Background: an optimization exercise with open tools, aiming at small area and a short achievable clock period. Do not read the settings as production practice.
Function was not checked in any run shown here: the RTL went through the layout flow alone.

## flow/design.v (module list and top-level ports; edited modules follow where they fit)
// module iir: 1004 lines
module iir(
    input clk,
    input rst_n,
    input [31:0] x,
    output reg [31:0] y
    );
  // ...
==> flow/flow/run.sh <==
#!/bin/bash
# Layout flow: the standard ORFS flow (standard.sh), with two changes:
#  1. the combinational logic of the standard synthesis is replaced by the
#     gate-level netlist that gen2.py writes from the same description as
#     rtl/iir.v (same registers, same names and cell types; checked by
#     swap_netlist.py, and the standard netlist is kept if they differ);
#  2. the port buffers are buf_2 cells instead of the default.
set -euo pipefail
export BUFFER_PORTS_ARGS="-buffer_cell sky130_fd_sc_hd__buf_2"
R=orfs/results/sky130hd/iir/base
bash standard.sh synth > standard_synth.log 2>&1
python3 flow/gen2.py --ytree fast42 --fap cell --polmode 1 --net custom_netlist.v > gen2.log 2>&1
if python3 flow/swap_netlist.py $R/1_2_yosys.v custom_netlist.v > swap_netlist.log 2>&1; then
  cp $R/1_2_yosys.v standard_1_2_yosys.v
  cp custom_netlist.v $R/1_2_yosys.v
  touch $R/1_2_yosys.v
  rm -f $R/1_synth.odb $R/1_synth.sdc
fi
bash standard.sh finish > standard_finish.log 2>&1
==> flow/flow/swap_netlist.py <==
#!/usr/bin/env python3
"""Check that a hand-built netlist keeps the standard synthesis's registers
(same instance names and cell types) and ports; exit 1 if not.
usage: swap_netlist.py STANDARD.v CUSTOM.v"""
import re, sys

def info(path):
    t = open(path).read()
    ffs = {}
    for cell, name in re.findall(r'\b(sky130_fd_sc_hd__df\w+)\s+(\\\S+|\S+)\s*\(', t):
        ffs[name.lstrip('\\')] = cell
    m = re.search(r'module\s+iir\s*\((.*?)\);', t, re.S)
    ports = sorted(p.strip() for p in m.group(1).split(','))
    decl = sorted(re.findall(r'^\s*(input|output)\s+(\[[^\]]*\])?\s*(\w+);', t, re.M))
    return ffs, ports, decl

a = info(sys.argv[1])
b = info(sys.argv[2])
ok = True
if a[0] != b[0]:
    ok = False
    print('registers differ:')
    for k in sorted(set(a[0]) | set(b[0])):
        if a[0].get(k) != b[0].get(k):
            print('  ', k, a[0].get(k), b[0].get(k))
if a[1] != b[1] or a[2] != b[2]:
    ok = False
    print('ports differ:', a[1:], b[1:])
print('registers:', len(a[0]), 'match' if ok else 'MISMATCH')
sys.exit(0 if ok else 1)
==> flow/standard.sh <==
#!/bin/bash
# synth_recipe.tcl (not shown) runs the flow's synth.tcl, then flattens the netlist and writes it again
# the make line also repeats each setting of config.mk as NAME=value (left out here)
make -C /OpenROAD-flow-scripts/flow DESIGN_CONFIG=/design/flow/config.mk WORK_HOME=/design/flow/orfs CLKGATE_MAP_FILE= SYNTH_SCRIPT=/design/flow/synth_recipe.tcl "${@:-finish}"
==> flow/config.mk <==
export PLATFORM = sky130hd
export DESIGN_NAME = iir
export DESIGN_NICKNAME = iir
export VERILOG_FILES = /design/flow/design.v
export SDC_FILE = /design/flow/constraint.sdc
export NUM_CORES = 4
export LEC_CHECK = 0
export CAP_MARGIN = 20
export CORE_MARGIN = 2
export CORE_UTILIZATION = 70
export CTS_BUF_LIST = sky130_fd_sc_hd__clkbuf_4 sky130_fd_sc_hd__clkbuf_8
export SETUP_SLACK_MARGIN = 4
export SLEW_MARGIN = 20
==> flow/constraint.sdc <==
create_clock -name core_clock -period 7.5 [get_ports {clk}]
set_input_delay 1.5000 -clock core_clock [delete_from_list [all_inputs] [get_ports {clk}]]
set_output_delay 1.5000 -clock core_clock [all_outputs]
set_load 0.01 [all_outputs]
Not shown: flow/flow/gen2.py
==> results.ini, run 1 <==
[routing]
wl_met1_um = 8899
routed_via_density = 5.420
drtIter0Drc = 458

[cells_and_area]
num-nonclk-inverters = 84
final_cell_count_no_fill = 1246
largest_class = multi-input gates
sh_seq_area_pct = 25.19
buf_share_pct = 4.614
final_core_util_pct = 81.61
multi_input_area_share_pct = 62.87
reg_top3 = p (32), y (32), x1 (31)

[die]
fp.dieArea_sq_mm = 0.01289
fp.dieW_um = 113.5
io_pins = 66

[min_path]
min_path_cells = 0

[worst_setup_path]
cp-endpoint = y[30]
r2r_setup_slack_ns = 4.34
reg2reg_to = p[27]
end_kind = register
cp.arrival_ns = 3.77
critPathLaunchType = primary input

[placed_design]
place_congestion = 0.8854
dp.cells = 1217
dp_hpwl_um = 13930

[grt]
met1_usage_pct = 45.59
grt_use_met3_pct = 3.719
grt_busiest_layer = met2

[sta]
whs_ns = 0.3593
min_period_ns = 3.465

[outcome]
status = no timing/DRC/antenna violations

[clock_tree]
postCtsSetupBuffers = 8
cts-buffers-inserted = 9
ctsLongestPathBuffers = 2

[logic_synthesis]
netlist_area_sq_mm = 0.008396
syn-num-nets = 1102

==> run 2: changes to the inputs <==
--- a/flow/design.v
+++ b/flow/design.v
@@ -533,464 +533,539 @@
 wire tn526 = ~(sm304 | c2297);
 wire pp527 = sm304 ^ c2297;
 wire gn528 = ~(sm314 & c2307);
 wire tn529 = ~(sm314 | c2307);
 wire pp530 = sm314 ^ c2307;
 wire gn531 = ~(sm321 & c2317);
 wire tn532 = ~(sm321 | c2317);
 wire pp533 = sm321 ^ c2317;
-wire inv534 = ~sm36;
-wire pa535 = ~(tn448 | inv534);
-wire pa536 = ~(tn454 | tn451);
-wire pg537 = ~((tn454 | gn450) & gn453);
-wire pa538 = ~(tn460 | tn457);
-wire pg539 = ~((tn460 | gn456) & gn459);
-wire pa540 = ~(tn466 | tn463);
-wire pg541 = ~((tn466 | gn462) & gn465);
-wire pa542 = ~(tn472 | tn469);
-wire pg543 = ~((tn472 | gn468) & gn471);
-wire pa544 = ~(tn478 | tn475);
-wire pg545 = ~((tn478 | gn474) & gn477);
-wire pa546 = ~(tn484 | tn481);
-wire pg547 = ~((tn484 | gn480) & gn483);
-wire pa548 = ~(tn490 | tn487);
-wire pg549 = ~((tn490 | gn486) & gn489);
-wire pa550 = ~(tn496 | tn493);
-wire pg551 = ~((tn496 | gn492) & gn495);
-wire pa552 = ~(tn502 | tn499);
-wire pg553 = ~((tn502 | gn498) & gn501);
-wire pa554 = ~(tn508 | tn505);
-wire pg555 = ~((tn508 | gn504) & gn507);
-wire pa556 = ~(tn514 | tn511);
-wire pg557 = ~((tn514 | gn510) & gn513);
-wire pa558 = ~(tn520 | tn517);
-wire pg559 = ~((tn520 | gn516) & gn519);
-wire pa560 = ~(tn526 | tn523);
-wire pg561 = ~((tn526 | gn522) & gn525);
-wire pa562 = ~(inv534 | gn444);
-wire inv563 = ~pa535;
-wire pg564 = ~((inv563 | gn444) & gn447);
-wire inv565 = ~pa536;
-wire pa566 = ~(tn457 | inv565);
-wire inv567 = ~pg537;
-wire pg568 = ~((tn457 | inv567) & gn456);
-wire pa569 = ~(pa538 & pa536);
-wire pg570 = ~((pa538 & pg537) | pg539);
-wire inv571 = ~pa540;
-wire pa572 = ~(tn469 | inv571);
-wire inv573 = ~pg541;
-wire pg574 = ~((tn469 | inv573) & gn468);
-wire pa575 = ~(pa542 & pa540);
-wire pg576 = ~((pa542 & pg541) | pg543);
-wire inv577 = ~pa544;
-wire pa578 = ~(tn481 | inv577);
-wire inv579 = ~pg545;
-wire pg580 = ~((tn481 | inv579) & gn480);
-wire pa581 = ~(pa546 & pa544);
-wire pg582 = ~((pa546 & pg545) | pg547);
-wire inv583 = ~pa548;
-wire pa584 = ~(tn493 | inv583);
-wire inv585 = ~pg549;
-wire pg586 = ~((tn493 | inv585) & gn492);
-wire pa587 = ~(pa550 & pa548);
-wire pg588 = ~((pa550 & pg549) | pg551);
-wire inv589 = ~pa552;
-wire pa590 = ~(tn505 | inv589);
-wire inv591 = ~pg553;
-wire pg592 = ~((tn505 | inv591) & gn504);
-wire pa593 = ~(pa554 & pa552);
-wire pg594 = ~((pa554 & pg553) | pg555);
-wire inv595 = ~pa556;
-wire pa596 = ~(tn517 | inv595);
-wire inv597 = ~pg557;
-wire pg598 = ~((tn517 | inv597) & gn516);
-wire pa599 = ~(pa558 & pa556);
-wire pg600 = ~((pa558 & pg557) | pg559);
-wire inv601 = ~pa560;
-wire pa602 = ~(tn529 | inv601);
-wire inv603 = ~pg561;
-wire pg604 = ~((tn529 | inv603) & gn528);
-wire inv605 = ~pg564;
-wire pg606 = ~((tn451 | inv605) & gn450);
-wire pg607 = ~((pa536 & pg564) | pg537);
-wire pg608 = ~((pa566 & pg564) | pg568);
-wire pg609 = ~((pa569 | inv605) & pg570);
-wire pa610 = ~(tn475 | pa575);
-wire pg611 = ~((tn475 | pg576) & gn474);
-wire pa612 = ~(inv577 | pa575);
-wire pg613 = ~((inv577 | pg576) & inv579);
-wire inv614 = ~pa575;
-wire pa615 = ~(pa578 & inv614);
-wire inv616 = ~pg576;
-wire pg617 = ~((pa578 & inv616) | pg580);
-wire pa618 = ~(pa581 | pa575);
-wire pg619 = ~((pa581 | pg576) & pg582);
-wire pa620 = ~(tn499 | pa587);
-wire pg621 = ~((tn499 | pg588) & gn498);
-wire pa622 = ~(inv589 | pa587);
-wire pg623 = ~((inv589 | pg588) & inv591);
-wire inv624 = ~pa587;
-wire pa625 = ~(pa590 & inv624);
-wire inv626 = ~pg588;
-wire pg627 = ~((pa590 & inv626) | pg592);
-wire pa628 = ~(pa593 | pa587);
-wire pg629 = ~((pa593 | pg588) & pg594);
-wire pa630 = ~(tn523 | pa599);
-wire pg631 = ~((tn523 | pg600) & gn522);
-wire pa632 = ~(inv601 | pa599);
-wire pg633 = ~((inv601 | pg600) & inv603);
-wire inv634 = ~pa599;
-wire pa635 = ~(pa602 & inv634);
-wire inv636 = ~pg600;
-wire pg637 = ~((pa602 & inv636) | pg604);
-wire inv638 = ~pg609;
-wire pg639 = ~((tn463 | inv638) & gn462);
-wire pg640 = ~((pa540 & pg609) | pg541);
-wire pg641 = ~((pa572 & pg609) | pg574);
-wire pg642 = ~((inv614 & pg609) | inv616);
-wire pg643 = ~((pa610 & pg609) | pg611);
-wire pg644 = ~((pa612 & pg609) | pg613);
-wire pg645 = ~((pa615 | inv638) & pg617);
-wire pg646 = ~((pa618 & pg609) | pg619);
-wire inv647 = ~pa628;
-wire pa648 = ~(tn511 | inv647);
-wire inv649 = ~pg629;
-wire pg650 = ~((tn511 | inv649) & gn510);
-wire pa651 = ~(pa556 & pa628);
-wire pg652 = ~((pa556 & pg629) | pg557);
-wire pa653 = ~(pa596 & pa628);
-wire pg654 = ~((pa596 & pg629) | pg598);
-wire pa655 = ~(inv634 & pa628);
-wire pg656 = ~((inv634 & pg629) | inv636);
-wire pa657 = ~(pa630 & pa628);
-wire pg658 = ~((pa630 & pg629) | pg631);
-wire pa659 = ~(pa632 & pa628);
-wire pg660 = ~((pa632 & pg629) | pg633);
-wire pa661 = ~(pa635 | inv647);
-wire pg662 = ~((pa635 | inv649) & pg637);
-wire pg663 = ~((tn487 | pg646) & gn486);
-wire pg664 = ~((inv583 | pg646) & inv585);
-wire inv665 = ~pg646;
-wire pg666 = ~((pa584 & inv665) | pg586);
-wire pg667 = ~((pa587 | pg646) & pg588);
-wire pg668 = ~((pa620 & inv665) | pg621);
-wire pg669 = ~((pa622 & inv665) | pg623);
-wire pg670 = ~((pa625 | pg646) & pg627);
-wire pg671 = ~((inv647 | pg646) & inv649);
-wire pg672 = ~((pa648 & inv665) | pg650);
-wire pg673 = ~((pa651 | pg646) & pg652);
-wire pg674 = ~((pa653 | pg646) & pg654);
-wire pg675 = ~((pa655 | pg646) & pg656);
-wire pg676 = ~((pa657 | pg646) & pg658);
-wire pg677 = ~((pa659 | pg646) & pg660);
-wire pg678 = ~((pa661 & inv665) | pg662);
-wire sn679 = ~(sm36 ^ gn444);
-wire xo680 = pp449 ^ pa562;
-wire xo681 = pp452 ^ pg564;
-wire xo682 = pp455 ^ pg606;
-wire sn683 = ~(pp458 ^ pg607);
-wire sn684 = ~(pp461 ^ pg608);
-wire xo685 = pp464 ^ pg609;
-wire xo686 = pp467 ^ pg639;
-wire sn687 = ~(pp470 ^ pg640);
-wire sn688 = ~(pp473 ^ pg641);
-wire sn689 = ~(pp476 ^ pg642);
-wire sn690 = ~(pp479 ^ pg643);
-wire sn691 = ~(pp482 ^ pg644);
-wire xo692 = pp485 ^ pg645;
-wire sn693 = ~(pp488 ^ pg646);
-wire xo694 = pp491 ^ pg663;
-wire xo695 = pp494 ^ pg664;
-wire sn696 = ~(pp497 ^ pg666);
-wire xo697 = pp500 ^ pg667;
-wire sn698 = ~(pp503 ^ pg668);
-wire sn699 = ~(pp506 ^ pg669);
-wire xo700 = pp509 ^ pg670;
-wire xo701 = pp512 ^ pg671;
-wire sn702 = ~(pp515 ^ pg672);
-wire xo703 = pp518 ^ pg673;
-wire xo704 = pp521 ^ pg674;
-wire xo705 = pp524 ^ pg675;
-wire xo706 = pp527 ^ pg676;
-wire xo707 = pp530 ^ pg677;
-wire sn708 = ~(pp533 ^ pg678);
-wire gn709 = ~(y[0] & x[0]);
-wire tn710 = ~(y[0] | x[0]);
-wire pp711 = y[0] ^ x[0];
-wire gn712 = ~(fa384 & fa323);
-wire tn713 = ~(fa384 | fa323);
-wire pp714 = fa384 ^ fa323;
-wire gn715 = ~(fa385 & fa386);
-wire tn716 = ~(fa385 | fa386);
-wire pp717 = fa385 ^ fa386;
-wire gn718 = ~(fa387 & fa388);
-wire tn719 = ~(fa387 | fa388);
-wire pp720 = fa387 ^ fa388;
-wire gn721 = ~(fa389 & fa390);
-wire tn722 = ~(fa389 | fa390);
-wire pp723 = fa389 ^ fa390;
-wire gn724 = ~(fa391 & fa392);
-wire tn725 = ~(fa391 | fa392);
-wire pp726 = fa391 ^ fa392;
-wire gn727 = ~(fa393 & fa394);
-wire tn728 = ~(fa393 | fa394);
-wire pp729 = fa393 ^ fa394;
-wire gn730 = ~(fa395 & fa396);
-wire tn731 = ~(fa395 | fa396);
-wire pp732 = fa395 ^ fa396;
-wire gn733 = ~(fa397 & fa398);
-wire tn734 = ~(fa397 | fa398);
-wire pp735 = fa397 ^ fa398;
-wire gn736 = ~(fa399 & fa400);
-wire tn737 = ~(fa399 | fa400);
-wire pp738 = fa399 ^ fa400;
-wire gn739 = ~(fa401 & fa402);
-wire tn740 = ~(fa401 | fa402);
-wire pp741 = fa401 ^ fa402;
-wire gn742 = ~(fa403 & fa404);
-wire tn743 = ~(fa403 | fa404);
-wire pp744 = fa403 ^ fa404;
-wire gn745 = ~(fa405 & fa406);
-wire tn746 = ~(fa405 | fa406);
-wire pp747 = fa405 ^ fa406;
-wire gn748 = ~(fa407 & fa408);
-wire tn749 = ~(fa407 | fa408);
-wire pp750 = fa407 ^ fa408;
-wire gn751 = ~(fa409 & fa410);
-wire tn752 = ~(fa409 | fa410);
-wire pp753 = fa409 ^ fa410;
-wire gn754 = ~(fa411 & fa412);
-wire tn755 = ~(fa411 | fa412);
-wire pp756 = fa411 ^ fa412;
-wire gn757 = ~(fa413 & fa414);
-wire tn758 = ~(fa413 | fa414);
-wire pp759 = fa413 ^ fa414;
-wire gn760 = ~(fa415 & fa416);
-wire tn761 = ~(fa415 | fa416);
-wire pp762 = fa415 ^ fa416;
-wire gn763 = ~(fa417 & fa418);
-wire tn764 = ~(fa417 | fa418);
-wire pp765 = fa417 ^ fa418;
-wire gn766 = ~(fa419 & fa420);
-wire tn767 = ~(fa419 | fa420);
-wire pp768 = fa419 ^ fa420;
-wire gn769 = ~(fa421 & fa422);
-wire tn770 = ~(fa421 | fa422);
-wire pp771 = fa421 ^ fa422;
-wire gn772 = ~(fa423 & fa424);
-wire tn773 = ~(fa423 | fa424);
-wire pp774 = fa423 ^ fa424;
-wire gn775 = ~(fa425 & fa426);
-wire tn776 = ~(fa425 | fa426);
-wire pp777 = fa425 ^ fa426;
-wire gn778 = ~(fa427 & fa428);
-wire tn779 = ~(fa427 | fa428);
-wire pp780 = fa427 ^ fa428;
-wire gn781 = ~(fa429 & fa430);
-wire tn782 = ~(fa429 | fa430);
-wire pp783 = fa429 ^ fa430;
-wire gn784 = ~(fa431 & fa432);
-wire tn785 = ~(fa431 | fa432);
-wire pp786 = fa431 ^ fa432;
-wire gn787 = ~(fa433 & fa434);
-wire tn788 = ~(fa433 | fa434);
-wire pp789 = fa433 ^ fa434;
-wire gn790 = ~(fa435 & fa436);
-wire tn791 = ~(fa435 | fa436);
-wire pp792 = fa435 ^ fa436;
-wire gn793 = ~(fa437 & fa438);
-wire tn794 = ~(fa437 | fa438);
-wire pp795 = fa437 ^ fa438;
-wire gn796 = ~(fa439 & fa440);
-wire tn797 = ~(fa439 | fa440);
-wire pp798 = fa439 ^ fa440;
-wire gn799 = ~(fa441 & fa442);
-wire tn800 = ~(fa441 | fa442);
-wire pp801 = fa441 ^ fa442;
-wire inv802 = ~gn709;
-wire pa803 = ~(fa322 & inv802);
-wire pa804 = ~(tn716 | tn713);
-wire pg805 = ~((tn716 | gn712) & gn715);
-wire pa806 = ~(tn722 | tn719);
-wire pg807 = ~((tn722 | gn718) & gn721);
-wire pa808 = ~(tn728 | tn725);
-wire pg809 = ~((tn728 | gn724) & gn727);
-wire pa810 = ~(tn734 | tn731);
-wire pg811 = ~((tn734 | gn730) & gn733);
-wire pa812 = ~(tn740 | tn737);
-wire pg813 = ~((tn740 | gn736) & gn739);
-wire pa814 = ~(tn746 | tn743);
-wire pg815 = ~((tn746 | gn742) & gn745);
-wire pa816 = ~(tn752 | tn749);
-wire pg817 = ~((tn752 | gn748) & gn751);
-wire pa818 = ~(tn758 | tn755);
-wire pg819 = ~((tn758 | gn754) & gn757);
-wire pa820 = ~(tn764 | tn761);
-wire pg821 = ~((tn764 | gn760) & gn763);
-wire pa822 = ~(tn770 | tn767);
-wire pg823 = ~((tn770 | gn766) & gn769);
-wire pa824 = ~(tn776 | tn773);
-wire pg825 = ~((tn776 | gn772) & gn775);
-wire pa826 = ~(tn782 | tn779);
-wire pg827 = ~((tn782 | gn778) & gn781);
-wire pa828 = ~(tn788 | tn785);
-wire pg829 = ~((tn788 | gn784) & gn787);
-wire pa830 = ~(tn794 | tn791);
-wire pg831 = ~((tn794 | gn790) & gn793);
-wire pg832 = ~((tn713 | pa803) & gn712);
-wire inv833 = ~pa803;
-wire pg834 = ~((pa804 & inv833) | pg805);
-wire inv835 = ~pa806;
-wire pa836 = ~(tn725 | inv835);
-wire inv837 = ~pg807;
-wire pg838 = ~((tn725 | inv837) & gn724);
-wire pa839 = ~(pa808 & pa806);
-wire pg840 = ~((pa808 & pg807) | pg809);
-wire inv841 = ~pa810;
-wire pa842 = ~(tn737 | inv841);
-wire inv843 = ~pg811;
-wire pg844 = ~((tn737 | inv843) & gn736);
-wire pa845 = ~(pa812 & pa810);
-wire pg846 = ~((pa812 & pg811) | pg813);
-wire inv847 = ~pa814;
-wire pa848 = ~(tn749 | inv847);
-wire inv849 = ~pg815;
-wire pg850 = ~((tn749 | inv849) & gn748);
-wire pa851 = ~(pa816 & pa814);
-wire pg852 = ~((pa816 & pg815) | pg817);
-wire inv853 = ~pa818;
-wire pa854 = ~(tn761 | inv853);
-wire inv855 = ~pg819;
-wire pg856 = ~((tn761 | inv855) & gn760);
-wire pa857 = ~(pa820 & pa818);
-wire pg858 = ~((pa820 & pg819) | pg821);
-wire inv859 = ~pa822;
-wire pa860 = ~(tn773 | inv859);
-wire inv861 = ~pg823;
-wire pg862 = ~((tn773 | inv861) & gn772);
-wire pa863 = ~(pa824 & pa822);
-wire pg864 = ~((pa824 & pg823) | pg825);
-wire inv865 = ~pa826;
-wire pa866 = ~(tn785 | inv865);
-wire inv867 = ~pg827;
-wire pg868 = ~((tn785 | inv867) & gn784);
-wire pa869 = ~(pa828 & pa826);
-wire pg870 = ~((pa828 & pg827) | pg829);
-wire inv871 = ~pa830;
-wire pa872 = ~(tn797 | inv871);
-wire inv873 = ~pg831;
-wire pg874 = ~((tn797 | inv873) & gn796);
-wire pg875 = ~((tn719 | pg834) & gn718);
-wire pg876 = ~((inv835 | pg834) & inv837);
-wire inv877 = ~pg834;
-wire pg878 = ~((pa836 & inv877) | pg838);
-wire pg879 = ~((pa839 | pg834) & pg840);
-wire pa880 = ~(tn743 | pa845);
-wire pg881 = ~((tn743 | pg846) & gn742);
-wire pa882 = ~(inv847 | pa845);
-wire pg883 = ~((inv847 | pg846) & inv849);
-wire inv884 = ~pa845;
-wire pa885 = ~(pa848 & inv884);
-wire inv886 = ~pg846;
-wire pg887 = ~((pa848 & inv886) | pg850);
-wire pa888 = ~(pa851 | pa845);
-wire pg889 = ~((pa851 | pg846) & pg852);
-wire pa890 = ~(tn767 | pa857);
-wire pg891 = ~((tn767 | pg858) & gn766);
-wire pa892 = ~(inv859 | pa857);
-wire pg893 = ~((inv859 | pg858) & inv861);
-wire inv894 = ~pa857;
-wire pa895 = ~(pa860 & inv894);
-wire inv896 = ~pg858;
-wire pg897 = ~((pa860 & inv896) | pg862);
-wire pa898 = ~(pa863 | pa857);
-wire pg899 = ~((pa863 | pg858) & pg864);
-wire pa900 = ~(tn791 | pa869);
-wire pg901 = ~((tn791 | pg870) & gn790);
-wire pa902 = ~(inv871 | pa869);
-wire pg903 = ~((inv871 | pg870) & inv873);
-wire inv904 = ~pa869;
-wire pa905 = ~(pa872 & inv904);
-wire inv906 = ~pg870;
-wire pg907 = ~((pa872 & inv906) | pg874);
-wire inv908 = ~pg879;
-wire pg909 = ~((tn731 | inv908) & gn730);
-wire pg910 = ~((pa810 & pg879) | pg811);
-wire pg911 = ~((pa842 & pg879) | pg844);
-wire pg912 = ~((inv884 & pg879) | inv886);
-wire pg913 = ~((pa880 & pg879) | pg881);
-wire pg914 = ~((pa882 & pg879) | pg883);
-wire pg915 = ~((pa885 | inv908) & pg887);
-wire pg916 = ~((pa888 & pg879) | pg889);
-wire inv917 = ~pa898;
-wire pa918 = ~(tn779 | inv917);
-wire inv919 = ~pg899;
-wire pg920 = ~((tn779 | inv919) & gn778);
-wire pa921 = ~(pa826 & pa898);
-wire pg922 = ~((pa826 & pg899) | pg827);
-wire pa923 = ~(pa866 & pa898);
-wire pg924 = ~((pa866 & pg899) | pg868);
-wire pa925 = ~(inv904 & pa898);
-wire pg926 = ~((inv904 & pg899) | inv906);
-wire pa927 = ~(pa900 & pa898);
-wire pg928 = ~((pa900 & pg899) | pg901);
-wire pa929 = ~(pa902 & pa898);
-wire pg930 = ~((pa902 & pg899) | pg903);
-wire pa931 = ~(pa905 | inv917);
-wire pg932 = ~((pa905 | inv919) & pg907);
-wire pg933 = ~((tn755 | pg916) & gn754);
-wire pg934 = ~((inv853 | pg916) & inv855);
-wire inv935 = ~pg916;
-wire pg936 = ~((pa854 & inv935) | pg856);
-wire pg937 = ~((pa857 | pg916) & pg858);
-wire pg938 = ~((pa890 & inv935) | pg891);
-wire pg939 = ~((pa892 & inv935) | pg893);
-wire pg940 = ~((pa895 | pg916) & pg897);
-wire pg941 = ~((inv917 | pg916) & inv919);
-wire pg942 = ~((pa918 & inv935) | pg920);
-wire pg943 = ~((pa921 | pg916) & pg922);
-wire pg944 = ~((pa923 | pg916) & pg924);
-wire pg945 = ~((pa925 | pg916) & pg926);
-wire pg946 = ~((pa927 | pg916) & pg928);
-wire pg947 = ~((pa929 | pg916) & pg930);
-wire pg948 = ~((pa931 & inv935) | pg932);
-wire sn949 = ~(fa322 ^ gn709);
-wire sn950 = ~(pp714 ^ pa803);
-wire xo951 = pp717 ^ pg832;
-wire sn952 = ~(pp720 ^ pg834);
-wire xo953 = pp723 ^ pg875;
-wire xo954 = pp726 ^ pg876;
-wire sn955 = ~(pp729 ^ pg878);
-wire xo956 = pp732 ^ pg879;
-wire xo957 = pp735 ^ pg909;
-wire sn958 = ~(pp738 ^ pg910);
-wire sn959 = ~(pp741 ^ pg911);
-wire sn960 = ~(pp744 ^ pg912);
-wire sn961 = ~(pp747 ^ pg913);
-wire sn962 = ~(pp750 ^ pg914);
-wire xo963 = pp753 ^ pg915;
-wire sn964 = ~(pp756 ^ pg916);
-wire xo965 = pp759 ^ pg933;
-wire xo966 = pp762 ^ pg934;
-wire sn967 = ~(pp765 ^ pg936);
-wire xo968 = pp768 ^ pg937;
-wire sn969 = ~(pp771 ^ pg938);
-wire sn970 = ~(pp774 ^ pg939);
-wire xo971 = pp777 ^ pg940;
-wire xo972 = pp780 ^ pg941;
-wire sn973 = ~(pp783 ^ pg942);
-wire xo974 = pp786 ^ pg943;
-wire xo975 = pp789 ^ pg944;
-wire xo976 = pp792 ^ pg945;
-wire xo977 = pp795 ^ pg946;
-wire xo978 = pp798 ^ pg947;
-wire sn979 = ~(pp801 ^ pg948);
-wire [31:0] y_next = {sn708, xo707, xo706, xo705, xo704, xo703, sn702, xo701, xo700, sn699, sn698, xo697, sn696, xo695, xo694, sn693, xo692, sn691, sn690, sn689, sn688, sn687, xo686, xo685, sn684, sn683, xo682, xo681, xo680, sn679, pp446, p[0]};
-wire [31:0] p_next = {sn979, xo978, xo977, xo976, xo975, xo974, sn973, xo972, xo971, sn970, sn969, xo968, sn967, xo966, xo965, sn964, xo963, sn962, sn961, sn960, sn959, sn958, xo957, xo956, sn955, xo954, xo953, sn952, xo951, sn950, sn949, pp711};
+wire inv534 = ~tn445;
+wire pa535 = ~(sm36 & inv534);
+wire inv536 = ~gn444;
+wire pa537 = ~(sm36 & inv536);
+wire inv538 = ~sm36;
+wire pa539 = ~(tn448 | inv538);
+wire pa540 = ~(tn451 | tn448);
+wire pg541 = ~((tn451 | gn447) & gn450);
+wire pa542 = ~(tn454 | tn451);
+wire pg543 = ~((tn454 | gn450) & gn453);
+wire pa544 = ~(tn457 | tn454);
+wire pg545 = ~((tn457 | gn453) & gn456);
+wire pa546 = ~(tn460 | tn457);
+wire pg547 = ~((tn460 | gn456) & gn459);
+wire pa548 = ~(tn463 | tn460);
+wire pg549 = ~((tn463 | gn459) & gn462);
+wire pa550 = ~(tn466 | tn463);
+wire pg551 = ~((tn466 | gn462) & gn465);
+wire pa552 = ~(tn469 | tn466);
+wire pg553 = ~((tn469 | gn465) & gn468);
+wire pa554 = ~(tn472 | tn469);
+wire pg555 = ~((tn472 | gn468) & gn471);
+wire pa556 = ~(tn475 | tn472);
+wire pg557 = ~((tn475 | gn471) & gn474);
+wire pa558 = ~(tn478 | tn475);
+wire pg559 = ~((tn478 | gn474) & gn477);
+wire pa560 = ~(tn481 | tn478);
+wire pg561 = ~((tn481 | gn477) & gn480);
+wire pa562 = ~(tn484 | tn481);
+wire pg563 = ~((tn484 | gn480) & gn483);
+wire pa564 = ~(tn487 | tn484);
+wire pg565 = ~((tn487 | gn483) & gn486);
+wire pa566 = ~(tn490 | tn487);
+wire pg567 = ~((tn490 | gn486) & gn489);
+wire pa568 = ~(tn493 | tn490);
+wire pg569 = ~((tn493 | gn489) & gn492);
+wire pa570 = ~(tn496 | tn493);
+wire pg571 = ~((tn496 | gn492) & gn495);
+wire pa572 = ~(tn499 | tn496);
+wire pg573 = ~((tn499 | gn495) & gn498);
+wire pa574 = ~(tn502 | tn499);
+wire pg575 = ~((tn502 | gn498) & gn501);
+wire pa576 = ~(tn505 | tn502);
+wire pg577 = ~((tn505 | gn501) & gn504);
+wire pa578 = ~(tn508 | tn505);
+wire pg579 = ~((tn508 | gn504) & gn507);
+wire pa580 = ~(tn511 | tn508);
+wire pg581 = ~((tn511 | gn507) & gn510);
+wire pa582 = ~(tn514 | tn511);
+wire pg583 = ~((tn514 | gn510) & gn513);
+wire pa584 = ~(tn517 | tn514);
+wire pg585 = ~((tn517 | gn513) & gn516);
+wire pa586 = ~(tn520 | tn517);
+wire pg587 = ~((tn520 | gn516) & gn519);
+wire pa588 = ~(tn523 | tn520);
+wire pg589 = ~((tn523 | gn519) & gn522);
+wire pa590 = ~(tn526 | tn523);
+wire pg591 = ~((tn526 | gn522) & gn525);
+wire pa592 = ~(tn529 | tn526);
+wire pg593 = ~((tn529 | gn525) & gn528);
+wire inv594 = ~gn447;
+wire pg595 = ~((pa539 & inv536) | inv594);
+wire inv596 = ~pa535;
+wire pa597 = ~(pa540 & inv596);
+wire inv598 = ~pa537;
+wire pg599 = ~((pa540 & inv598) | pg541);
+wire pa600 = ~(pa542 & pa539);
+wire pg601 = ~((pa542 & inv594) | pg543);
+wire pa602 = ~(pa544 & pa540);
+wire pg603 = ~((pa544 & pg541) | pg545);
+wire pa604 = ~(pa546 & pa542);
+wire pg605 = ~((pa546 & pg543) | pg547);
+wire pa606 = ~(pa548 & pa544);
+wire pg607 = ~((pa548 & pg545) | pg549);
+wire pa608 = ~(pa550 & pa546);
+wire pg609 = ~((pa550 & pg547) | pg551);
+wire pa610 = ~(pa552 & pa548);
+wire pg611 = ~((pa552 & pg549) | pg553);
+wire pa612 = ~(pa554 & pa550);
+wire pg613 = ~((pa554 & pg551) | pg555);
+wire pa614 = ~(pa556 & pa552);
+wire pg615 = ~((pa556 & pg553) | pg557);
+wire pa616 = ~(pa558 & pa554);
+wire pg617 = ~((pa558 & pg555) | pg559);
+wire pa618 = ~(pa560 & pa556);
+wire pg619 = ~((pa560 & pg557) | pg561);
+wire pa620 = ~(pa562 & pa558);
+wire pg621 = ~((pa562 & pg559) | pg563);
+wire pa622 = ~(pa564 & pa560);
+wire pg623 = ~((pa564 & pg561) | pg565);
+wire pa624 = ~(pa566 & pa562);
+wire pg625 = ~((pa566 & pg563) | pg567);
+wire pa626 = ~(pa568 & pa564);
+wire pg627 = ~((pa568 & pg565) | pg569);
+wire pa628 = ~(pa570 & pa566);
+wire pg629 = ~((pa570 & pg567) | pg571);
+wire pa630 = ~(pa572 & pa568);
+wire pg631 = ~((pa572 & pg569) | pg573);
+wire pa632 = ~(pa574 & pa570);
+wire pg633 = ~((pa574 & pg571) | pg575);
+wire pa634 = ~(pa576 & pa572);
+wire pg635 = ~((pa576 & pg573) | pg577);
+wire pa636 = ~(pa578 & pa574);
+wire pg637 = ~((pa578 & pg575) | pg579);
+wire pa638 = ~(pa580 & pa576);
+wire pg639 = ~((pa580 & pg577) | pg581);
+wire pa640 = ~(pa582 & pa578);
+wire pg641 = ~((pa582 & pg579) | pg583);
+wire pa642 = ~(pa584 & pa580);
+wire pg643 = ~((pa584 & pg581) | pg585);
+wire pa644 = ~(pa586 & pa582);
+wire pg645 = ~((pa586 & pg583) | pg587);
+wire pa646 = ~(pa588 & pa584);
+wire pg647 = ~((pa588 & pg585) | pg589);
+wire pa648 = ~(pa590 & pa586);
+wire pg649 = ~((pa590 & pg587) | pg591);
+wire pa650 = ~(pa592 & pa588);
+wire pg651 = ~((pa592 & pg589) | pg593);
+wire pg652 = ~((pa600 | gn444) & pg601);
+wire pg653 = ~((pa602 | pa537) & pg603);
+wire pg654 = ~((pa604 | pg595) & pg605);
+wire pa655 = ~(pa606 | pa597);
+wire pg656 = ~((pa606 | pg599) & pg607);
+wire pa657 = ~(pa608 | pa600);
+wire pg658 = ~((pa608 | pg601) & pg609);
+wire pa659 = ~(pa610 | pa602);
+wire pg660 = ~((pa610 | pg603) & pg611);
+wire pa661 = ~(pa612 | pa604);
+wire pg662 = ~((pa612 | pg605) & pg613);
+wire pa663 = ~(pa614 | pa606);
+wire pg664 = ~((pa614 | pg607) & pg615);
+wire pa665 = ~(pa616 | pa608);
+wire pg666 = ~((pa616 | pg609) & pg617);
+wire pa667 = ~(pa618 | pa610);
+wire pg668 = ~((pa618 | pg611) & pg619);
+wire pa669 = ~(pa620 | pa612);
+wire pg670 = ~((pa620 | pg613) & pg621);
+wire pa671 = ~(pa622 | pa614);
+wire pg672 = ~((pa622 | pg615) & pg623);
+wire pa673 = ~(pa624 | pa616);
+wire pg674 = ~((pa624 | pg617) & pg625);
+wire pa675 = ~(pa626 | pa618);
+wire pg676 = ~((pa626 | pg619) & pg627);
+wire pa677 = ~(pa628 | pa620);
+wire pg678 = ~((pa628 | pg621) & pg629);
+wire pa679 = ~(pa630 | pa622);
+wire pg680 = ~((pa630 | pg623) & pg631);
+wire pa681 = ~(pa632 | pa624);
+wire pg682 = ~((pa632 | pg625) & pg633);
+wire pa683 = ~(pa634 | pa626);
+wire pg684 = ~((pa634 | pg627) & pg635);
+wire pa685 = ~(pa636 | pa628);
+wire pg686 = ~((pa636 | pg629) & pg637);
+wire pa687 = ~(pa638 | pa630);
+wire pg688 = ~((pa638 | pg631) & pg639);
+wire pa689 = ~(pa640 | pa632);
+wire pg690 = ~((pa640 | pg633) & pg641);
+wire pa691 = ~(pa642 | pa634);
+wire pg692 = ~((pa642 | pg635) & pg643);
+wire pa693 = ~(pa644 | pa636);
+wire pg694 = ~((pa644 | pg637) & pg645);
+wire pa695 = ~(pa646 | pa638);
+wire pg696 = ~((pa646 | pg639) & pg647);
+wire pa697 = ~(pa648 | pa640);
+wire pg698 = ~((pa648 | pg641) & pg649);
+wire pa699 = ~(pa650 | pa642);
+wire pg700 = ~((pa650 | pg643) & pg651);
+wire pg701 = ~((pa657 & inv536) | pg658);
+wire pg702 = ~((pa659 & inv598) | pg660);
+wire inv703 = ~pg595;
+wire pg704 = ~((pa661 & inv703) | pg662);
+wire inv705 = ~pg599;
+wire pg706 = ~((pa663 & inv705) | pg664);
+wire pg707 = ~((pa665 & pg652) | pg666);
+wire pg708 = ~((pa667 & pg653) | pg668);
+wire pg709 = ~((pa669 & pg654) | pg670);
+wire pa710 = ~(pa671 & pa655);
+wire pg711 = ~((pa671 & pg656) | pg672);
+wire pa712 = ~(pa673 & pa657);
+wire pg713 = ~((pa673 & pg658) | pg674);
+wire pa714 = ~(pa675 & pa659);
+wire pg715 = ~((pa675 & pg660) | pg676);
+wire pa716 = ~(pa677 & pa661);
+wire pg717 = ~((pa677 & pg662) | pg678);
+wire pa718 = ~(pa679 & pa663);
+wire pg719 = ~((pa679 & pg664) | pg680);
+wire pa720 = ~(pa681 & pa665);
+wire pg721 = ~((pa681 & pg666) | pg682);
+wire pa722 = ~(pa683 & pa667);
+wire pg723 = ~((pa683 & pg668) | pg684);
+wire pa724 = ~(pa685 & pa669);
+wire pg725 = ~((pa685 & pg670) | pg686);
+wire pa726 = ~(pa687 & pa671);
+wire pg727 = ~((pa687 & pg672) | pg688);
+wire pa728 = ~(pa689 & pa673);
+wire pg729 = ~((pa689 & pg674) | pg690);
+wire pa730 = ~(pa691 & pa675);
+wire pg731 = ~((pa691 & pg676) | pg692);
+wire pa732 = ~(pa693 & pa677);
+wire pg733 = ~((pa693 & pg678) | pg694);
+wire pa734 = ~(pa695 & pa679);
+wire pg735 = ~((pa695 & pg680) | pg696);
+wire pa736 = ~(pa697 & pa681);
+wire pg737 = ~((pa697 & pg682) | pg698);
+wire pa738 = ~(pa699 & pa683);
+wire pg739 = ~((pa699 & pg684) | pg700);
+wire pg740 = ~((pa712 | gn444) & pg713);
+wire pg741 = ~((pa714 | pa537) & pg715);
+wire pg742 = ~((pa716 | pg595) & pg717);
+wire pg743 = ~((pa718 | pg599) & pg719);
+wire inv744 = ~pg652;
+wire pg745 = ~((pa720 | inv744) & pg721);
+wire inv746 = ~pg653;
+wire pg747 = ~((pa722 | inv746) & pg723);
+wire inv748 = ~pg654;
+wire pg749 = ~((pa724 | inv748) & pg725);
+wire inv750 = ~pg656;
+wire pg751 = ~((pa726 | inv750) & pg727);
+wire pg752 = ~((pa728 | pg701) & pg729);
+wire pg753 = ~((pa730 | pg702) & pg731);
+wire pg754 = ~((pa732 | pg704) & pg733);
+wire pg755 = ~((pa734 | pg706) & pg735);
+wire pg756 = ~((pa736 | pg707) & pg737);
+wire pg757 = ~((pa738 | pg708) & pg739);
+wire sn758 = ~(sm36 ^ gn444);
+wire sn759 = ~(pp449 ^ pa537);
+wire sn760 = ~(pp452 ^ pg595);
+wire sn761 = ~(pp455 ^ pg599);
+wire xo762 = pp458 ^ pg652;
+wire xo763 = pp461 ^ pg653;
+wire xo764 = pp464 ^ pg654;
+wire xo765 = pp467 ^ pg656;
+wire sn766 = ~(pp470 ^ pg701);
+wire sn767 = ~(pp473 ^ pg702);
+wire sn768 = ~(pp476 ^ pg704);
+wire sn769 = ~(pp479 ^ pg706);
+wire sn770 = ~(pp482 ^ pg707);
+wire sn771 = ~(pp485 ^ pg708);
+wire sn772 = ~(pp488 ^ pg709);
+wire sn773 = ~(pp491 ^ pg711);
+wire xo774 = pp494 ^ pg740;
+wire xo775 = pp497 ^ pg741;
+wire xo776 = pp500 ^ pg742;
+wire xo777 = pp503 ^ pg743;
+wire xo778 = pp506 ^ pg745;
+wire xo779 = pp509 ^ pg747;
+wire xo780 = pp512 ^ pg749;
+wire xo781 = pp515 ^ pg751;
+wire xo782 = pp518 ^ pg752;
+wire xo783 = pp521 ^ pg753;
+wire xo784 = pp524 ^ pg754;
+wire xo785 = pp527 ^ pg755;
+wire xo786 = pp530 ^ pg756;
+wire xo787 = pp533 ^ pg757;
+wire gn788 = ~(y[0] & x[0]);
+wire tn789 = ~(y[0] | x[0]);
+wire pp790 = y[0] ^ x[0];
+wire gn791 = ~(fa384 & fa323);
+wire tn792 = ~(fa384 | fa323);
+wire pp793 = fa384 ^ fa323;
+wire gn794 = ~(fa385 & fa386);
+wire tn795 = ~(fa385 | fa386);
+wire pp796 = fa385 ^ fa386;
+wire gn797 = ~(fa387 & fa388);
+wire tn798 = ~(fa387 | fa388);
+wire pp799 = fa387 ^ fa388;
+wire gn800 = ~(fa389 & fa390);
+wire tn801 = ~(fa389 | fa390);
+wire pp802 = fa389 ^ fa390;
+wire gn803 = ~(fa391 & fa392);
+wire tn804 = ~(fa391 | fa392);
+wire pp805 = fa391 ^ fa392;
+wire gn806 = ~(fa393 & fa394);
+wire tn807 = ~(fa393 | fa394);
+wire pp808 = fa393 ^ fa394;
+wire gn809 = ~(fa395 & fa396);
+wire tn810 = ~(fa395 | fa396);
+wire pp811 = fa395 ^ fa396;
+wire gn812 = ~(fa397 & fa398);
+wire tn813 = ~(fa397 | fa398);
+wire pp814 = fa397 ^ fa398;
+wire gn815 = ~(fa399 & fa400);
+wire tn816 = ~(fa399 | fa400);
+wire pp817 = fa399 ^ fa400;
+wire gn818 = ~(fa401 & fa402);
+wire tn819 = ~(fa401 | fa402);
+wire pp820 = fa401 ^ fa402;
+wire gn821 = ~(fa403 & fa404);
+wire tn822 = ~(fa403 | fa404);
+wire pp823 = fa403 ^ fa404;
+wire gn824 = ~(fa405 & fa406);
+wire tn825 = ~(fa405 | fa406);
+wire pp826 = fa405 ^ fa406;
+wire gn827 = ~(fa407 & fa408);
+wire tn828 = ~(fa407 | fa408);
+wire pp829 = fa407 ^ fa408;
+wire gn830 = ~(fa409 & fa410);
+wire tn831 = ~(fa409 | fa410);
+wire pp832 = fa409 ^ fa410;
+wire gn833 = ~(fa411 & fa412);
+wire tn834 = ~(fa411 | fa412);
+wire pp835 = fa411 ^ fa412;
+wire gn836 = ~(fa413 & fa414);
+wire tn837 = ~(fa413 | fa414);
+wire pp838 = fa413 ^ fa414;
+wire gn839 = ~(fa415 & fa416);
+wire tn840 = ~(fa415 | fa416);
+wire pp841 = fa415 ^ fa416;
+wire gn842 = ~(fa417 & fa418);
+wire tn843 = ~(fa417 | fa418);
+wire pp844 = fa417 ^ fa418;
+wire gn845 = ~(fa419 & fa420);
+wire tn846 = ~(fa419 | fa420);
+wire pp847 = fa419 ^ fa420;
+wire gn848 = ~(fa421 & fa422);
+wire tn849 = ~(fa421 | fa422);
+wire pp850 = fa421 ^ fa422;
+wire gn851 = ~(fa423 & fa424);
+wire tn852 = ~(fa423 | fa424);
+wire pp853 = fa423 ^ fa424;
+wire gn854 = ~(fa425 & fa426);
+wire tn855 = ~(fa425 | fa426);
+wire pp856 = fa425 ^ fa426;
+wire gn857 = ~(fa427 & fa428);
+wire tn858 = ~(fa427 | fa428);
+wire pp859 = fa427 ^ fa428;
+wire gn860 = ~(fa429 & fa430);
+wire tn861 = ~(fa429 | fa430);
+wire pp862 = fa429 ^ fa430;
+wire gn863 = ~(fa431 & fa432);
+wire tn864 = ~(fa431 | fa432);
+wire pp865 = fa431 ^ fa432;
+wire gn866 = ~(fa433 & fa434);
+wire tn867 = ~(fa433 | fa434);
+wire pp868 = fa433 ^ fa434;
+wire gn869 = ~(fa435 & fa436);
+wire tn870 = ~(fa435 | fa436);
+wire pp871 = fa435 ^ fa436;
+wire gn872 = ~(fa437 & fa438);
+wire tn873 = ~(fa437 | fa438);
+wire pp874 = fa437 ^ fa438;
+wire gn875 = ~(fa439 & fa440);
+wire tn876 = ~(fa439 | fa440);
+wire pp877 = fa439 ^ fa440;
+wire gn878 = ~(fa441 & fa442);
+wire tn879 = ~(fa441 | fa442);
+wire pp880 = fa441 ^ fa442;
+wire inv881 = ~gn788;
+wire pa882 = ~(fa322 & inv881);
+wire pa883 = ~(tn795 | tn792);
+wire pg884 = ~((tn795 | gn791) & gn794);
+wire pa885 = ~(tn801 | tn798);
+wire pg886 = ~((tn801 | gn797) & gn800);
+wire pa887 = ~(tn807 | tn804);
+wire pg888 = ~((tn807 | gn803) & gn806);
+wire pa889 = ~(tn813 | tn810);
+wire pg890 = ~((tn813 | gn809) & gn812);
+wire pa891 = ~(tn819 | tn816);
+wire pg892 = ~((tn819 | gn815) & gn818);
+wire pa893 = ~(tn825 | tn822);
+wire pg894 = ~((tn825 | gn821) & gn824);
+wire pa895 = ~(tn831 | tn828);
+wire pg896 = ~((tn831 | gn827) & gn830);
+wire pa897 = ~(tn837 | tn834);
+wire pg898 = ~((tn837 | gn833) & gn836);
+wire pa899 = ~(tn843 | tn840);
+wire pg900 = ~((tn843 | gn839) & gn842);
+wire pa901 = ~(tn849 | tn846);
+wire pg902 = ~((tn849 | gn845) & gn848);
+wire pa903 = ~(tn855 | tn852);
+wire pg904 = ~((tn855 | gn851) & gn854);
+wire pa905 = ~(tn861 | tn858);
+wire pg906 = ~((tn861 | gn857) & gn860);
+wire pa907 = ~(tn867 | tn864);
+wire pg908 = ~((tn867 | gn863) & gn866);
+wire pa909 = ~(tn873 | tn870);
+wire pg910 = ~((tn873 | gn869) & gn872);
+wire inv911 = ~pa882;
+wire pg912 = ~((pa883 & inv911) | pg884);
+wire pa913 = ~(pa885 & pa883);
+wire pg914 = ~((pa885 & pg884) | pg886);
+wire pa915 = ~(pa887 & pa885);
+wire pg916 = ~((pa887 & pg886) | pg888);
+wire pa917 = ~(pa889 & pa887);
+wire pg918 = ~((pa889 & pg888) | pg890);
+wire pa919 = ~(pa891 & pa889);
+wire pg920 = ~((pa891 & pg890) | pg892);
+wire pa921 = ~(pa893 & pa891);
+wire pg922 = ~((pa893 & pg892) | pg894);
+wire pa923 = ~(pa895 & pa893);
+wire pg924 = ~((pa895 & pg894) | pg896);
+wire pa925 = ~(pa897 & pa895);
+wire pg926 = ~((pa897 & pg896) | pg898);
+wire pa927 = ~(pa899 & pa897);
+wire pg928 = ~((pa899 & pg898) | pg900);
+wire pa929 = ~(pa901 & pa899);
+wire pg930 = ~((pa901 & pg900) | pg902);
+wire pa931 = ~(pa903 & pa901);
+wire pg932 = ~((pa903 & pg902) | pg904);
+wire pa933 = ~(pa905 & pa903);
+wire pg934 = ~((pa905 & pg904) | pg906);
+wire pa935 = ~(pa907 & pa905);
+wire pg936 = ~((pa907 & pg906) | pg908);
+wire pa937 = ~(pa909 & pa907);
+wire pg938 = ~((pa909 & pg908) | pg910);
+wire pg939 = ~((pa913 | pa882) & pg914);
+wire pg940 = ~((pa915 | pg912) & pg916);
+wire pa941 = ~(pa917 | pa913);
+wire pg942 = ~((pa917 | pg914) & pg918);
+wire pa943 = ~(pa919 | pa915);
+wire pg944 = ~((pa919 | pg916) & pg920);
+wire pa945 = ~(pa921 | pa917);
+wire pg946 = ~((pa921 | pg918) & pg922);
+wire pa947 = ~(pa923 | pa919);
+wire pg948 = ~((pa923 | pg920) & pg924);
+wire pa949 = ~(pa925 | pa921);
+wire pg950 = ~((pa925 | pg922) & pg926);
+wire pa951 = ~(pa927 | pa923);
+wire pg952 = ~((pa927 | pg924) & pg928);
+wire pa953 = ~(pa929 | pa925);
+wire pg954 = ~((pa929 | pg926) & pg930);
+wire pa955 = ~(pa931 | pa927);
+wire pg956 = ~((pa931 | pg928) & pg932);
+wire pa957 = ~(pa933 | pa929);
+wire pg958 = ~((pa933 | pg930) & pg934);
+wire pa959 = ~(pa935 | pa931);
+wire pg960 = ~((pa935 | pg932) & pg936);
+wire pa961 = ~(pa937 | pa933);
+wire pg962 = ~((pa937 | pg934) & pg938);
+wire pg963 = ~((pa941 & inv911) | pg942);
+wire inv964 = ~pg912;
+wire pg965 = ~((pa943 & inv964) | pg944);
+wire pg966 = ~((pa945 & pg939) | pg946);
+wire pg967 = ~((pa947 & pg940) | pg948);
+wire pa968 = ~(pa949 & pa941);
+wire pg969 = ~((pa949 & pg942) | pg950);
+wire pa970 = ~(pa951 & pa943);
+wire pg971 = ~((pa951 & pg944) | pg952);
+wire pa972 = ~(pa953 & pa945);
+wire pg973 = ~((pa953 & pg946) | pg954);
+wire pa974 = ~(pa955 & pa947);
+wire pg975 = ~((pa955 & pg948) | pg956);
+wire pa976 = ~(pa957 & pa949);
+wire pg977 = ~((pa957 & pg950) | pg958);
+wire pa978 = ~(pa959 & pa951);
+wire pg979 = ~((pa959 & pg952) | pg960);
+wire pa980 = ~(pa961 & pa953);
+wire pg981 = ~((pa961 & pg954) | pg962);
+wire pg982 = ~((pa968 | pa882) & pg969);
+wire pg983 = ~((pa970 | pg912) & pg971);
+wire inv984 = ~pg939;
+wire pg985 = ~((pa972 | inv984) & pg973);
+wire inv986 = ~pg940;
+wire pg987 = ~((pa974 | inv986) & pg975);
+wire pg988 = ~((pa976 | pg963) & pg977);
+wire pg989 = ~((pa978 | pg965) & pg979);
+wire pg990 = ~((pa980 | pg966) & pg981);
+wire pg991 = ~((tn792 | pa882) & gn791);
+wire pg992 = ~((tn798 | pg912) & gn797);
+wire inv993 = ~gn803;
+wire inv994 = ~tn804;
+wire pg995 = ~((inv994 & pg939) | inv993);
+wire inv996 = ~gn809;
+wire inv997 = ~tn810;
+wire pg998 = ~((inv997 & pg940) | inv996);
+wire pg999 = ~((tn816 | pg963) & gn815);
+wire pg1000 = ~((tn822 | pg965) & gn821);
+wire pg1001 = ~((tn828 | pg966) & gn827);
+wire pg1002 = ~((tn834 | pg967) & gn833);
+wire inv1003 = ~gn839;
+wire inv1004 = ~tn840;
+wire pg1005 = ~((inv1004 & pg982) | inv1003);
+wire inv1006 = ~gn845;
+wire inv1007 = ~tn846;
+wire pg1008 = ~((inv1007 & pg983) | inv1006);
+wire inv1009 = ~gn851;
+wire inv1010 = ~tn852;
+wire pg1011 = ~((inv1010 & pg985) | inv1009);
+wire inv1012 = ~gn857;
+wire inv1013 = ~tn858;
+wire pg1014 = ~((inv1013 & pg987) | inv1012);
+wire inv1015 = ~gn863;
+wire inv1016 = ~tn864;
+wire pg1017 = ~((inv1016 & pg988) | inv1015);
+wire inv1018 = ~gn869;
+wire inv1019 = ~tn870;
+wire pg1020 = ~((inv1019 & pg989) | inv1018);
+wire inv1021 = ~gn875;
+wire inv1022 = ~tn876;
+wire pg1023 = ~((inv1022 & pg990) | inv1021);
+wire sn1024 = ~(fa322 ^ gn788);
+wire sn1025 = ~(pp793 ^ pa882);
+wire xo1026 = pp796 ^ pg991;
+wire sn1027 = ~(pp799 ^ pg912);
+wire xo1028 = pp802 ^ pg992;
+wire xo1029 = pp805 ^ pg939;
+wire sn1030 = ~(pp808 ^ pg995);
+wire xo1031 = pp811 ^ pg940;
+wire sn1032 = ~(pp814 ^ pg998);
+wire sn1033 = ~(pp817 ^ pg963);
+wire xo1034 = pp820 ^ pg999;
+wire sn1035 = ~(pp823 ^ pg965);
+wire xo1036 = pp826 ^ pg1000;
+wire sn1037 = ~(pp829 ^ pg966);
+wire xo1038 = pp832 ^ pg1001;
+wire sn1039 = ~(pp835 ^ pg967);
+wire xo1040 = pp838 ^ pg1002;
+wire xo1041 = pp841 ^ pg982;
+wire sn1042 = ~(pp844 ^ pg1005);
+wire xo1043 = pp847 ^ pg983;
+wire sn1044 = ~(pp850 ^ pg1008);
+wire xo1045 = pp853 ^ pg985;
+wire sn1046 = ~(pp856 ^ pg1011);
+wire xo1047 = pp859 ^ pg987;
+wire sn1048 = ~(pp862 ^ pg1014);
+wire xo1049 = pp865 ^ pg988;
+wire sn1050 = ~(pp868 ^ pg1017);
+wire xo1051 = pp871 ^ pg989;
+wire sn1052 = ~(pp874 ^ pg1020);
+wire xo1053 = pp877 ^ pg990;
+wire sn1054 = ~(pp880 ^ pg1023);
+wire [31:0] y_next = {xo787, xo786, xo785, xo784, xo783, xo782, xo781, xo780, xo779, xo778, xo777, xo776, xo775, xo774, sn773, sn772, sn771, sn770, sn769, sn768, sn767, sn766, xo765, xo764, xo763, xo762, sn761, sn760, sn759, sn758, pp446, p[0]};
+wire [31:0] p_next = {sn1054, xo1053, sn1052, xo1051, sn1050, xo1049, sn1048, xo1047, sn1046, xo1045, sn1044, xo1043, sn1042, xo1041, xo1040, sn1039, xo1038, sn1037, xo1036, sn1035, xo1034, sn1033, sn1032, xo1031, sn1030, xo1029, xo1028, sn1027, xo1026, sn1025, sn1024, pp790};
 always @(posedge clk or negedge rst_n)
 begin
     if (!rst_n)
     begin
         x1 <= 32'd0;
         p  <= 32'd0;
         y  <= 32'd0;
     end
==> flow/flow/run.sh (replaced) <==
#!/bin/bash
# Layout flow: the standard ORFS flow (standard.sh), with two changes:
#  1. the combinational logic of the standard synthesis is replaced by the
#     gate-level netlist that gen2.py writes from the same description as
#     rtl/iir.v (same registers, same names and cell types; checked by
#     swap_netlist.py, and the standard netlist is kept if they differ);
#  2. the port buffers are buf_1 cells instead of the default.
set -euo pipefail
export BUFFER_PORTS_ARGS="-buffer_cell sky130_fd_sc_hd__buf_1"
R=orfs/results/sky130hd/iir/base
bash standard.sh synth > standard_synth.log 2>&1
python3 flow/gen2.py --ytree fast42 --fap cell --prefixy ks --prefix hc --net custom_netlist.v > gen2.log 2>&1
if python3 flow/swap_netlist.py $R/1_2_yosys.v custom_netlist.v > swap_netlist.log 2>&1; then
  cp $R/1_2_yosys.v standard_1_2_yosys.v
  cp custom_netlist.v $R/1_2_yosys.v
  touch $R/1_2_yosys.v
  rm -f $R/1_synth.odb $R/1_synth.sdc
fi
bash standard.sh finish > standard_finish.log 2>&1
--- a/flow/flow/gen2.py
+++ b/flow/flow/gen2.py
@@ -30,17 +30,20 @@
 # carries, and each block's carry-out is kept in register pc (0 = whole adder)
 ap.add_argument('--pblock', type=int, default=0)
 # carry of a full adder in xor form: maj3 cell, or mux2 selected by the xor of
 # the two earlier inputs
 ap.add_argument('--carry', default='maj', choices=['maj', 'mux'])
 # 'fast42': y' uses 4:2 compressors built from xor2/xnor2 and and-or-invert
 # gates, with the inputs x entering last
 ap.add_argument('--polmode', type=int, default=0)
-ap.add_argument('--ytree', default='wallace', choices=['wallace', 'fast42'])
+# prefix tree of the carry-propagate adders: Sklansky, Kogge-Stone, Han-Carlson
+ap.add_argument('--prefix', default='sk', choices=['sk', 'ks', 'hc'])
+ap.add_argument('--prefixy', choices=['sk', 'ks', 'hc'])   # for y' only
+ap.add_argument('--ytree', default='wallace', choices=['wallace', 'fast42', 'pre'])
 args = ap.parse_args()
 
 # --------------------------------------------------------------------------
 # IR: gates with named output nets. A signal is a net name or 0/1 constant.
 gates = []          # (kind, inputs(list), outputs(list))
 arr = {}            # estimated arrival time per net
 cnt = [0]
 
@@ -180,68 +183,95 @@
     for pol in (0, 1):
         late = max([t(sp[0]) + (0.05 if sp[1] != pol else 0) for sp in sigs] + [-1])
         extra = sum(1 for sp in sigs if sp[1] != pol and sp[0] not in inv_cache)
         key = (extra, round(late, 3)) if args.polmode == 1 else (round(late, 3), extra)
         if best is None or key < best[0]:
             best = (key, pol)
     pol = best[1]
     T = pand(Ti, Tj, pol) if needT else None
+    if isc(Gi) and val(Gi) == 1:
+        return (1, 0), T
+    if isc(Gj) and val(Gj) == 1:
+        Gj = Ti
+        Ti = (1, 0)
+        if isc(Gj) and val(Gj) == 0:
+            return Gi, T
+        if isc(Gi) and val(Gi) == 0:
+            return Gj, T
     if isc(Gj) and val(Gj) == 0:
         return Gi, T
     if isc(Gi) and val(Gi) == 0:
         return pand(Ti, Gj, pol), T
     if isc(Ti) and val(Ti) == 1:
         # Gi | Gj
         if pol == 0:
             return (gate('NOR2', [want(Gi, 0), want(Gj, 0)], prefix='po'), 1), T
         return (gate('NAND2', [want(Gi, 1), want(Gj, 1)], prefix='po'), 0), T
     gi, ti, gj = want(Gi, pol), want(Ti, pol), want(Gj, pol)
     if pol == 0:
         G = (gate('AOI21', [ti, gj, gi], prefix='pg'), 1)
     else:
         G = (gate('OAI21', [ti, gj, gi], prefix='pg'), 0)
     return G, T
 
-def cpa(A, B):
-    """A + B mod 2^W with a Sklansky prefix tree. Returns W sum nets."""
+def cpa(A, B, carry2=False, prefix=None):
+    """A + B mod 2^W with a Sklansky prefix tree. Returns W sum nets. With
+    carry2, A + B + 4, where bits 0 and 1 of B are 0 (the carry into bit 2 is
+    forced to 1)."""
     G, T, P = [], [], []
     for i in range(W):
         a, b = A[i], B[i]
         if b == 0 or a == 0:
             s = a if b == 0 else b
             G.append((0, 0)); T.append((s, 0)); P.append(s)
         elif b == 1 or a == 1:
             s = a if b == 1 else b
             G.append((s, 0)); T.append((1, 0)); P.append(inv(s))
         else:
             G.append((gate('NAND2', [a, b], prefix='gn'), 1))
             T.append((gate('NOR2', [a, b], prefix='tn'), 1))
             P.append(gate('XOR2', [a, b], prefix='pp'))
+    if carry2:
+        assert B[0] == 0 and B[1] == 0
+        G[1] = (1, 0)
+        T[1] = (0, 0)
+    prefix = prefix or args.prefix
     start = list(range(W))    # group start of each node
+    levels = []
     d = 1
     while d < W:
+        levels.append(d)
+        d *= 2
+    if prefix == 'hc':
+        levels.append(0)       # final level for the even bits
+    for d in levels:
         nG, nT, ns = list(G), list(T), list(start)
         for i in range(W - 1):
-            if (i // d) % 2 == 1:
-                j = (i // d) * d - 1
-                final = start[j] == 0
-                if G[i] == (0, 0) and T[i] == (0, 0):
-                    continue
-                if G[j] == (0, 0) and final:
-                    # nothing comes from below: G stays, group is final
-                    ns[i] = 0
-                    nT[i] = None
-                    continue
-                g, tt = combine(G[i], T[i], G[j], T[j] if not final else (1, 0), not final)
-                nG[i] = g
-                nT[i] = tt
-                ns[i] = start[j]
+            if start[i] == 0:
+                continue
+            if prefix == 'sk' and (i // d) % 2 != 1:
+                continue
+            if prefix == 'hc' and (i % 2 == 0) != (d == 0):
+                continue
+            j = start[i] - 1
+            final = start[j] == 0
+            if G[i] == (0, 0) and T[i] == (0, 0):
+                continue
+            if G[j] == (0, 0) and final:
+                # nothing comes from below: G stays, group is final
+                ns[i] = 0
+                nT[i] = None
+                continue
+            g, tt = combine(G[i], T[i], G[j], T[j] if not final else (1, 0), not final)
+            nG[i] = g
+            nT[i] = tt
+            ns[i] = start[j]
         G, T, start = nG, nT, ns
-        d *= 2
+    assert all(start[i] == 0 for i in range(W - 1)), start
     S = []
     for i in range(W):
         if i == 0:
             S.append(P[0])
             continue
         c = G[i - 1]
         if c[0] in (0, 1):
             S.append(xor2(P[i], c[0] ^ c[1]))
@@ -286,17 +316,28 @@
 for j in range(NPC):
     pccols[(j + 1) * K].append(PC[j])
 OFF = 0     # p is stored as p + OFF
 pconst = [[] for _ in range(W)]
 pconst[2].append(1)                        # -3y = y + 4*(~y) + 4
 if OFF:
     pconst[2].append(1)                    # + the offset of the stored p
 pcols = merge(col(X, 0), col(X1, 1), col(Y, 0), col(Y, 2, True), pconst)
-if args.ytree == 'fast42':
+if args.ytree == 'pre':
+    # r = p - 4y = p + 4*(~y) + 4 from the registers alone, with its own
+    # prefix adder; then y' = 4x + 2x + r
+    FA_MODE[0] = 'cell'
+    R = cpa(Pq, [0, 0] + [inv(Y[i]) for i in range(W - 2)], carry2=True)
+    rcols = [[R[i]] for i in range(W)]
+    ycols = merge(col(X, 2), col(X, 1), rcols)
+    FA_MODE[0] = args.fay
+    yA, yB = compress(ycols)
+    FA_MODE[0] = args.fap
+    pA, pB = compress(pcols)
+elif args.ytree == 'fast42':
     # y' = 4x + 2x + p + 4*(~y) + 4: per column i two early inputs p[i],
     # ~y[i-2] and two late ones x[i-2], x[i-1]; the constant enters column 2
     # as its carry in
     yA = [0] * W
     yB = [0] * W
     yA[0] = Pq[0]
     yA[1], yB[1] = Pq[1], X[0]
     c1n = None                           # inverted level-1 carry into column i
@@ -324,17 +365,17 @@
     pA, pB = compress(pcols)
 else:
     ycols = merge(col(X, 2), col(X, 1), col(Pq, 0), pccols, col(Y, 2, True), four)
     FA_MODE[0] = args.fay
     yA, yB = compress(ycols)
     FA_MODE[0] = args.fap
     pA, pB = compress(pcols)
 FA_MODE[0] = 'cell'
-ynext = cpa(yA, yB)
+ynext = cpa(yA, yB, prefix=args.prefixy)
 pcnext = []
 if K:
     pnext = []
     for lo in range(0, W, K):
         c = 0
         for i in range(lo, min(lo + K, W)):
             s, c = fa(pA[i], pB[i], c)
             pnext.append(s)
@@ -362,17 +403,18 @@
     'MAJ3': lambda i: f'({i[0]} & {i[1]}) | ({i[0]} & {i[2]}) | ({i[1]} & {i[2]})',
     'MUX2': lambda i: f'{i[2]} ? {i[1]} : {i[0]}',
 }
 
 HEADER = """// Second-order IIR filter, y[n+1] = 6x[n] + x[n-1] + 2x[n-2] - 4y[n] - 3y[n-1]
 """
 
 def rtl():
-    o = [HEADER, 'module iir(', '    input clk,', '    input rst_n,',
+    import sys as _s
+    o = [HEADER.replace('OPTS', ' '.join(a for a in _s.argv[1:] if not a.endswith('.v') and a not in ('--rtl', '--net'))), 'module iir(', '    input clk,', '    input rst_n,',
          '    input [31:0] x,', '    output reg [31:0] y', '    );', '',
          'reg [31:0] x1, p;'] + ([f'reg [{NPC - 1}:0] pc;'] if NPC else []) + ['']
     for kind, ins, outs in gates:
         li = [lit(s) for s in ins]
         if kind == 'FA':
             a, b, c = li
             o.append(f'wire {outs[0]} = {a} ^ {b} ^ {c};')
             o.append(f'wire {outs[1]} = ({a} & {b}) | ({a} & {c}) | ({b} & {c});')
==> results.ini, run 2 <==
[cells_and_area]
final_common_cell = xor2_1  ; unchanged
final_core_util_pct = 80.09  ; was 81.61%
reg_top3 = p (32), y (32), x1 (31)  ; unchanged

[die]
fp.dieArea_sq_mm = 0.01335  ; was 0.01289 sq mm
die_y_um = 115.6  ; was 113.5 um
fp.dieW_um = 115.6  ; was 113.5 um
initial_core_util_pct = 72.22  ; was 72.60%
rows = 40  ; was 39
io_pins = 66  ; unchanged

[grt]
grt_pass1_wl_um = 34960  ; was 30,570 um

[sta]
post-route-period-util_pct = 46.22  ; was 46.20%
slew_headroom_pct = 49.79  ; was 49.85%
finalMaxSlewViolations = 0  ; unchanged
worst_slew_pin_slew_ns = 0.7532  ; was 0.7522 ns
max_freq_mhz = 288.5  ; was 288.6 MHz
min_period_ns = 3.466  ; was 3.465 ns

[clock_tree]
cts-buffers-inserted = 9  ; unchanged
postCtsSetupBuffers = 0  ; was 8
cts_max_level = 3  ; unchanged
cts_tree = built  ; unchanged
ctsLongestPathBuffers = 2  ; unchanged

[routing]
drtIter0Drc = 496  ; was 458
first_pass_iters = 6  ; was 5
routed_via_density = 5.595  ; was 5.420

[placed_design]
pre_cts_ws_ns = 3.365  ; was 3.375 ns
place_area_sq_mm = 0.009176  ; was 0.008947 sq mm
dp_hpwl_um = 18170  ; was 13,930 um
place_congestion = 0.9742  ; was 0.8854

[worst_setup_path]
r2r_setup_slack_ns = 4.29  ; was 4.34 ns
cp_top_family = compound AO/OA/AOI/OAI gates  ; was XOR/XNOR gates
cpPeakStageDelay_ns = 0.29  ; was 0.27 ns
cp.arrival_ns = 3.76  ; was 3.77 ns
reg2reg_to = p[31]  ; was p[27]
crit_type = primary input to register  ; unchanged
critPathLaunchType = primary input  ; unchanged
end_kind = register  ; unchanged
crit_chain = clkbuf_2 > xor2_1 > xor2_1 > xnor2_1 > nand2_1 > o21ai_1 > a21oi_1 > o21ai_1 > a21oi_2 > o21ai_1 > xor2_1  ; was buf_2 > xor2_2 > xor2_1 > xnor2_1 > nor2_1 > nor2_1 > nand2_1 > o21ai_4 > a21oi_4 > buf_4 > o21ai_1 > xor2_1

[logic_synthesis]
syn-num-nets = 1171  ; was 1,102
netlist_area_sq_mm = 0.008711  ; was 0.008396 sq mm
ys.warnings.count = 1  ; unchanged

[outcome]
status = no timing/DRC/antenna violations  ; unchanged

[min_path]
hold_class = register to register  ; unchanged
min_path_cells = 0  ; unchanged

run 2: layout make-up:
class	count	area [sq um]
fillers	841	2401
inverters	63	236.5
well taps	168	210.2
multi-input cells	919	6376
clock buffers	9	123.9
clock inverters	6	47.55
flip-flops and latches	95	2377
repair buffers	66	289.0
run 2: worst max path at each step:
stage           from  endpoint  slack, ns  cells past startpoint
2_1_floorplan   x[1]     p[29]       4.21                      9
3_3_place_gp    x[5]     p[31]       3.42                     10
5_1_grt        x[23]     y[27]       3.89                     11
4_1_cts        x[15]     y[27]       4.00                     11
3_5_place_dp    x[5]     p[31]       3.37                     10
6_report        x[1]     y[27]       4.03                     11
run 2: per-stage QoR:
step                cells  hold slack [ns]
CTS                  1326           0.3628
floorplan            1077           0.3312
global route         1326           0.3771
detailed placement   1311           0.3459
global placement     1311           0.3399
finish               1326           0.3589
run 2: worst register-to-register path: cells and delay by family (launching register included):
kind	cells	cell delay, ns
AOI/OAI and AO/OA	3	0.55
xor gates and xnor gates	1	0.14
adders and majority gates	2	1.06
buffers and inverters	1	0.14
DFF	1	0.44
and+or+nand+nor	4	0.77
run 2: repair_timing:
item / 4_1_cts / 5_1_grt
endpoints found under the setup margin: 14 / 34
pin swaps: 1 / 2
gates cloned: 0 / 0
resized for setup: 15 / 65
run 2: layer usage:
layer  up-vias  GRT usage, %  share of wire, %
met2       246         58.99                50
met3        65         6.485               5.0
met5         -             0                 0
li1       3615             -                 -
met4         0         14.22               4.0
met1      3493         43.76                41

static timing again, ports no longer ideal:
Ports are ideal in the flow. The routed layouts listed here were re-timed in OpenROAD. Step 1, drivers: a clkbuf_16 drives clk and a buf_2 each remaining input, both assumed. Step 2 moves the port delays by t, midway between the first and last clock arrival at a register: inputs arrive t later, outputs are due t later. That takes back most of the time a late clock gives input paths. Three values: ideal ports, drivers, drivers and shift; two values: the first two.
run	t, ns	setup WS [ns]	hold slack, ns
run 1	0.410	4.035 / 4.047 / 3.637	0.359 / 0.359 / 0.359
run 2	0.425	4.034 / 4.052 / 3.627	0.359 / 0.359 / 0.359
After both steps every run listed still meets setup and hold. For run 2, which loses most, drivers alone change the setup slack by +0.018 ns; drivers and shift together by -0.407 ns.
